Source: an optimization exercise on an open RTL-to-GDS flow (aim: small area and a short achievable clock period). Production flows keep margins and buffers that such runs may drop. RTL that was checked went through simulation tests only; none was proved equivalent to the original. Function not checked in run 1: the RTL went through the layout flow alone.

==> flow/design.v, too long to show whole: its modules and the start of the top module <==
// module fa: 4 lines
// module ha: 4 lines
// module han: 4 lines
// module xnor2: 3 lines
// module or2: 3 lines
// module aoi21: 3 lines
// module oai21: 3 lines
// module nand2: 3 lines
// module nor2: 3 lines
// module aoi222: 3 lines
// module times3: 367 lines
// module mac11: 2613 lines
// module mac1: 1993 lines
// module Array_multiplier: 85 lines
module Array_multiplier (
  input [31:0] dataa1,
  input [31:0] datab1,
  input [31:0] dataa2,
  input [31:0] datab2,
  input [31:0] dataa3,
  input [31:0] datab3,
  input clk, rst,
  output [63:0] adder_out1,
  output [63:0] adder_out2,
  output [63:0] adder_out3,
  output [63:0] adder_out4,
  output [63:0] adder_out5,
  output [63:0] adder_out6,
  output [63:0] adder_out7,
  output [63:0] adder_out8,
  output [63:0] adder_out9
);
  // ...
==> flow/flow/run.sh <==
#!/bin/bash
set -euo pipefail
bash standard.sh SETUP_SLACK_MARGIN=7.8 finish > standard_flow.log 2>&1
==> flow/standard.sh <==
#!/bin/bash
# synth_recipe.tcl (not shown) runs the flow's synth.tcl, then flattens the netlist and writes it again
# the make line also repeats each setting of config.mk as NAME=value (left out here)
make -C /OpenROAD-flow-scripts/flow DESIGN_CONFIG=/design/flow/config.mk WORK_HOME=/design/flow/orfs CLKGATE_MAP_FILE= SYNTH_SCRIPT=/design/flow/synth_recipe.tcl "${@:-finish}"
==> flow/config.mk <==
export PLATFORM = sky130hd
export DESIGN_NAME = Array_multiplier
export DESIGN_NICKNAME = Array_multiplier
export VERILOG_FILES = /design/flow/design.v
export SDC_FILE = /design/flow/constraint.sdc
export NUM_CORES = 8
export LEC_CHECK = 0
export CAP_MARGIN = 20
export CORE_MARGIN = 2
export CORE_UTILIZATION = 45
export MIN_ROUTING_LAYER = met2
export SETUP_SLACK_MARGIN = 5
export SLEW_MARGIN = 20
export SYNTH_HIERARCHICAL = 1
==> flow/constraint.sdc <==
create_clock -name core_clock -period 12.0 [get_ports {clk}]
set_input_delay 2.4000 -clock core_clock [delete_from_list [all_inputs] [get_ports {clk}]]
set_output_delay 2.4000 -clock core_clock [all_outputs]
set_load 0.01 [all_outputs]
==> summary.txt, run 1 <==
The run stopped with a tool error. The last stage reached is global routing. The first error in the log reads "[ERROR GRT-0116] Global routing finished with congestion. Check the congestion regions in the DRC Viewer".

The synthesized netlist cell count is 21100. Entering global routing, the biggest net connects 152 pins. The setup slack at placement is 5.67 ns.

The maximum level of the CTS H-tree came out at 5. The Yosys warning count came out at 9. The routability congestion estimate came out at 1.08. The total of hold buffers inserted after clock tree synthesis came out at 0. After detailed placement, the total cell area comes to 0.293 mm². The cell at the root of the clock tree is clkbuf_16. The maximum number of buffers from clock root to sink came out at 4. The horizontal extent of the die is 777 µm. Port buffering added 769 buffers. The average instance in the mapped netlist occupies 12.8 µm².

The height of the chip is 777 µm. In this run, post-CTS repair resized a total of 3044 instances. The total setup buffers inserted after CTS came out at 379. The post-synthesis instance area came out at 0.269 mm².

The number of clock buffers inserted by TritonCTS is 349. The sum of net half-perimeters after detailed placement came out at 823 mm. The number of placed instances with taps included is 30400.

The clock net in this run drives a total of 2799 sinks. The initial utilization of the core area, before any placement, comes to 45.2%. The placement row count is 283.
==> module Array_multiplier, before the edit <==
module Array_multiplier (
  input [31:0] dataa1,
  input [31:0] datab1,
  input [31:0] dataa2,
  input [31:0] datab2,
  input [31:0] dataa3,
  input [31:0] datab3,
  input clk, rst,
  output [63:0] adder_out1,
  output [63:0] adder_out2,
  output [63:0] adder_out3,
  output [63:0] adder_out4,
  output [63:0] adder_out5,
  output [63:0] adder_out6,
  output [63:0] adder_out7,
  output [63:0] adder_out8,
  output [63:0] adder_out9
);
  wire [33:0] t1;
  times3 x1 (.a(dataa1), .t(t1));
  wire [33:0] t2;
  times3 x2 (.a(dataa2), .t(t2));
  wire [33:0] t3;
  times3 x3 (.a(dataa3), .t(t3));
  reg [65:0] a1_d1;   
  reg [65:0] a1_d2;   
  reg [65:0] a2_d1;   
  reg [65:0] a2_d2;   
  reg [65:0] a2_d3;   
  reg [65:0] a3_d1;   
  reg [65:0] a3_d2;   
  reg [65:0] a3_d3;   
  reg [65:0] a3_d4;   
  reg [31:0] b1_d1;   
  reg [31:0] b1_d2;   
  reg [31:0] b2_d1;   
  reg [31:0] b2_d2;   
  reg [31:0] b2_d3;   
  reg [31:0] b3_d1;   
  reg [31:0] b3_d2;   
  reg [31:0] b3_d3;   
  reg [31:0] b3_d4;   
  always @(posedge clk) begin
    a1_d1 <= {t1, dataa1};
    a1_d2 <= a1_d1;
    a2_d1 <= {t2, dataa2};
    a2_d2 <= a2_d1;
    a2_d3 <= a2_d2;
    a3_d1 <= {t3, dataa3};
    a3_d2 <= a3_d1;
    a3_d3 <= a3_d2;
    a3_d4 <= a3_d3;
  end
  always @(posedge clk or posedge rst)
    if (rst) begin
      b1_d1 <= 32'd0;
      b1_d2 <= 32'd0;
      b2_d1 <= 32'd0;
      b2_d2 <= 32'd0;
      b2_d3 <= 32'd0;
      b3_d1 <= 32'd0;
      b3_d2 <= 32'd0;
      b3_d3 <= 32'd0;
      b3_d4 <= 32'd0;
    end else begin
      b1_d1 <= datab1;
      b1_d2 <= b1_d1;
      b2_d1 <= datab2;
      b2_d2 <= b2_d1;
      b2_d3 <= b2_d2;
      b3_d1 <= datab3;
      b3_d2 <= b3_d1;
      b3_d3 <= b3_d2;
      b3_d4 <= b3_d3;
    end
  mac11 m11 (.clk(clk), .rst(rst), .a(dataa1), .b(datab1), .out(adder_out1));
  mac1 m12 (.clk(clk), .rst(rst), .a(a1_d1[31:0]), .t(a1_d1[65:32]), .b(b2_d1), .out(adder_out2));
  mac1 m13 (.clk(clk), .rst(rst), .a(a1_d2[31:0]), .t(a1_d2[65:32]), .b(b3_d2), .out(adder_out3));
  mac1 m21 (.clk(clk), .rst(rst), .a(a2_d1[31:0]), .t(a2_d1[65:32]), .b(b1_d1), .out(adder_out4));
  mac1 m22 (.clk(clk), .rst(rst), .a(a2_d2[31:0]), .t(a2_d2[65:32]), .b(b2_d2), .out(adder_out5));
  mac1 m23 (.clk(clk), .rst(rst), .a(a2_d3[31:0]), .t(a2_d3[65:32]), .b(b3_d3), .out(adder_out6));
  mac1 m31 (.clk(clk), .rst(rst), .a(a3_d2[31:0]), .t(a3_d2[65:32]), .b(b1_d2), .out(adder_out7));
  mac1 m32 (.clk(clk), .rst(rst), .a(a3_d3[31:0]), .t(a3_d3[65:32]), .b(b2_d3), .out(adder_out8));
  mac1 m33 (.clk(clk), .rst(rst), .a(a3_d4[31:0]), .t(a3_d4[65:32]), .b(b3_d4), .out(adder_out9));
endmodule
==> inputs of run 2 (changes only) <==
--- a/flow/design.v
+++ b/flow/design.v
@@ -5028,5 +5028,5 @@
   times3 x2 (.a(dataa2), .t(t2));
   wire [33:0] t3;
-  times3 x3 (.a(dataa3), .t(t3));
+  times3 x3 (.a(a3_d1), .t(t3));
   reg [65:0] a1_d1;   
   reg [65:0] a1_d2;   
@@ -5034,5 +5034,5 @@
   reg [65:0] a2_d2;   
   reg [65:0] a2_d3;   
-  reg [65:0] a3_d1;   
+  reg [31:0] a3_d1;   
   reg [65:0] a3_d2;   
   reg [65:0] a3_d3;   
@@ -5053,6 +5053,6 @@
     a2_d2 <= a2_d1;
     a2_d3 <= a2_d2;
-    a3_d1 <= {t3, dataa3};
-    a3_d2 <= a3_d1;
+    a3_d1 <= dataa3;
+    a3_d2 <= {t3, a3_d1};
     a3_d3 <= a3_d2;
     a3_d4 <= a3_d3;
==> flow/flow/run.sh (replaced) <==
#!/bin/bash
set -euo pipefail
bash standard.sh SETUP_SLACK_MARGIN=7.8 \
  CTS_ARGS="-sink_clustering_enable -repair_clock_nets -dont_use_dummy_load -buf_list sky130_fd_sc_hd__clkbuf_8 -root_buf sky130_fd_sc_hd__clkbuf_16" \
  FASTROUTE_TCL="$(pwd)/flow/fastroute.tcl" \
  finish > standard_flow.log 2>&1
==> flow/flow/fastroute.tcl (new file) <==
# Global routing capacities: as the platform's fastroute.tcl, but with less of met1 given to
# global routing, so that fewer routes crowd the cell pins on met1 in detailed routing.
set_global_routing_layer_adjustment $::env(MIN_ROUTING_LAYER)-$::env(MAX_ROUTING_LAYER) 0.2
set_global_routing_layer_adjustment met1 0.6

set_routing_layers -clock $::env(MIN_CLK_ROUTING_LAYER)-$::env(MAX_ROUTING_LAYER)
set_routing_layers -signal $::env(MIN_ROUTING_LAYER)-$::env(MAX_ROUTING_LAYER)
--- a/flow/config.mk
+++ b/flow/config.mk
@@ -7,8 +7,9 @@
 export LEC_CHECK = 0
 export CAP_MARGIN = 20
+export CELL_PAD_IN_SITES_DETAIL_PLACEMENT = 1
+export CELL_PAD_IN_SITES_GLOBAL_PLACEMENT = 1
 export CORE_MARGIN = 2
 export CORE_UTILIZATION = 45
-export MIN_ROUTING_LAYER = met2
 export SETUP_SLACK_MARGIN = 5
-export SLEW_MARGIN = 20
+export SLEW_MARGIN = 60
 export SYNTH_HIERARCHICAL = 1
==> run 2 against run 1 <==
Now clean on timing, DRC and antenna. Synthesized area decreased by 0.25%. Synthesized cell count is 0.16% lower.
==> summary.txt, run 2 <==
The initial core utilization was 45.2% (about the same). The achievable frequency is 0.221 GHz. The tool flagged a number of max-cap violations equal to 0.

The post-synthesis instance area is 0.268 mm² (was 0.269 mm²). The cell at the root of the clock tree is clkbuf_16 (unchanged). The detailed-router iteration count before antenna repair is 23.

The share of final-layout standard cells stronger than drive strength 1 came out at 27.4%. The worst setup path is captured at a register. The placement row count came out at 283 (unchanged). The total of hold buffers inserted after clock tree synthesis came out at 0 (unchanged). The setup path with the least slack is of type reg -> reg. The number of placed instances with taps included is 30500 (was 30400). The initial antenna violation count came out at 125. The detailed-route wire length came out at 1380 mm. At the worst endpoint, the arrival time is 5.57 ns.

The maximum number of pins on one net before global-route repair is 91. The smallest setup slack after layout came out at 7.47 ns. The area inside the core boundary is 0.594 mm². The sum of net half-perimeters after detailed placement is 849 mm (was 823 mm).

The Yosys warning count was 9 (unchanged). The setup slack at placement is 5.87 ns (was 5.67 ns). Leaving out fill and tap cells, the most frequent cells in the layout are a222oi_1 (4547), fa_1 (4040), buf_4 (1073). The maximum fanout along the worst path came out at 6.

Compared with the post-synthesis result, the final layout area differs by 18.6%. The path category of the worst min-delay check is reg -> reg. The per-instance average area after synthesis came out at 12.7 µm² (was 12.8 µm²). The maximum number of buffers from clock root to sink came out at 4 (unchanged). Summed over all failing endpoints, the final setup total negative slack is 0 ns. The maximum level of the CTS H-tree came out at 6 (was 5).

The register with the most flip-flops in the layout has 341 of them. Ranked by flip-flop count, first place goes to m11.mid. The total global-route track usage is 53.7%. The measured slew at the worst slew-check pin came out at 0.690 ns.

The total DRC errors in the routed layout came out at 0. The first-pass GRT wire length is 1960 mm. Counting the fill cells in the layout gives 59500. Clock skew on the completed layout was measured at 0.165 ns. Clock-pin slew was measured on the worst setup and hold paths at 0.06 ns. The routability congestion estimate is 1.00 (was 1.08).

The remaining antenna violation count after routing is 0. Setup violations remaining at the end of the flow were counted as 0. The via count of the first global-routing pass came out at 289000.

Across all layers, the routed design uses 248000 vias. The die covers 0.602 mm². The commonest non-fill, non-tap cell in the layout is a222oi_1.

The clock period could shrink to 4.53 ns. The startpoint class of the critical path is a register. After global routing the overflow that remains totals 0. For the worst-skew pair, the clock arrives at the later sink with an insertion delay of 1.27 ns. The finished layout holds 32000 standard cells, fillers aside.

TritonCTS built the clock tree. The max-slew violation count came out at 0. The horizontal extent of the die is 776 µm (was 777 µm).

The share of the cycle needed by the critical path after routing came out at 37.7%. The synthesized netlist cell count came out at 21100 (about the same). Dividing the detail-routed wire length by the instance count gives 43.1 µm.

The post-detailed-route via-to-cell ratio came out at 7.74. After the last flow step, the layout net total stands at 28800. The number of clock buffers inserted by TritonCTS is 540 (was 349).

Setup repair after global routing could not meet its margin everywhere. The worst hold path was traced through 0 stages.

The count of input and output buffers is 769 (unchanged). The relative max-transition margin is 53.9%. Run status: timing/DRC/antenna clean (was did not finish). The clock net sink count is 2765 (was 2799). The number of cells traversed by the worst register-to-register path came out at 10. The height of the chip came out at 776 µm (was 777 µm). At the worst endpoint, the required time is 13.04 ns. The number of hold violations in the final report is 0.

The DRC violation total after the first TritonRoute iteration came out at 38800. The top-level I/O count is 770 (unchanged).
-- run 2: final timing paths --
path	start	endpoint	slack, ns
min	b3_d1[26]	b3_d2[26]	0.35
min reg2reg	b3_d1[26]	b3_d2[26]	0.35
min in group asynchronous	rst	m21.acc[13]	1.29
max reg2reg	b2_d2[5]	m22.mid[59]	7.47
max	b2_d2[5]	m22.mid[59]	7.47
max in group asynchronous	rst	m33.mid[29]	8.36
-- run 2: repair_timing --
| item | CTS | global route |
|---|---|---|
| gates cloned | 80 | 63 |
| gates resized for setup | 3776 | 902 |
| pin swaps | 375 | 569 |
| endpoints found under the setup margin | 1055 | 669 |
| buffers inserted | 370 | 284 |
-- run 2: stage by stage --
step           hold slack, ns  util, %  instance area [µm²]
2_1_floorplan           0.331        -               270000
5_1_grt                 0.359     53.6               318000
3_5_place_dp            0.336     49.5               294000
4_1_cts                 0.349     52.1               309000
6_report                0.348     53.6               318000
3_3_place_gp            0.335     49.2               292000
-- run 2: final cells by class --
cell class              instances  area, µm²  share of cell area, %
clock buffers                 540       7440                   2.34
inverters                     746       2890                  0.910
flip-flops and latches       2765      68500                   21.5
repair buffers               2640      28400                   8.93
well taps                    7837       9810                   3.08
multi-input cells           17400     201000                   63.1
diodes                        124        310                 0.0975
-- run 2: metal layers --
| metal | share of wire, % | routed length (µm) | global-route usage [%] | up-vias |
|---|---|---|---|---|
| li1 | - | - | - | 91300 |
| met1 | 29 | 404000 | 73.9 | 123000 |
| met2 | 41 | 567000 | 63.6 | 24900 |
| met3 | 19 | 263000 | 43.8 | 7976 |
| met4 | 9.7 | 134000 | 34.5 | 320 |
| met5 | 0.73 | 10000 | 14.2 | - |
-- run 2: worst max-delay path, cell delays in order, from the launching register on --
cell      delay (ns)
dfrtp_2         0.53
and2_4          0.23
buf_12          0.13
buf_6           0.13
a222oi_1        0.36
fa_1            0.52
fa_2            0.55
fa_1            0.48
fa_2            0.37
fa_2            0.55
fa_2            0.45

==> re-timing with driven ports <==
In the flow no input, the clock included, has a driving cell. The finished layout below was timed again as built, in two steps.
Step 1 assumes that a clkbuf_16 drives the clock port and a buf_2 every other input.
Step 2, shift: input delay + t, output delay - t, t = (earliest + latest rising clock arrival at the registers) / 2. This alone moves slack from input paths to output paths.
Three values: ideal ports, drivers, drivers and shift; two values: the first two.
run: run 2
shift t [ns]: 1.333
slack for setup (ns): 7.474 / 7.381 / 6.292
worst data-port slew with drivers (ns): 0.47
cell pins on the clock port's net: 1
After both steps run 2 still meets setup and hold. For run 2, drivers alone change the setup slack by -0.093 ns; drivers and shift together by -1.182 ns.
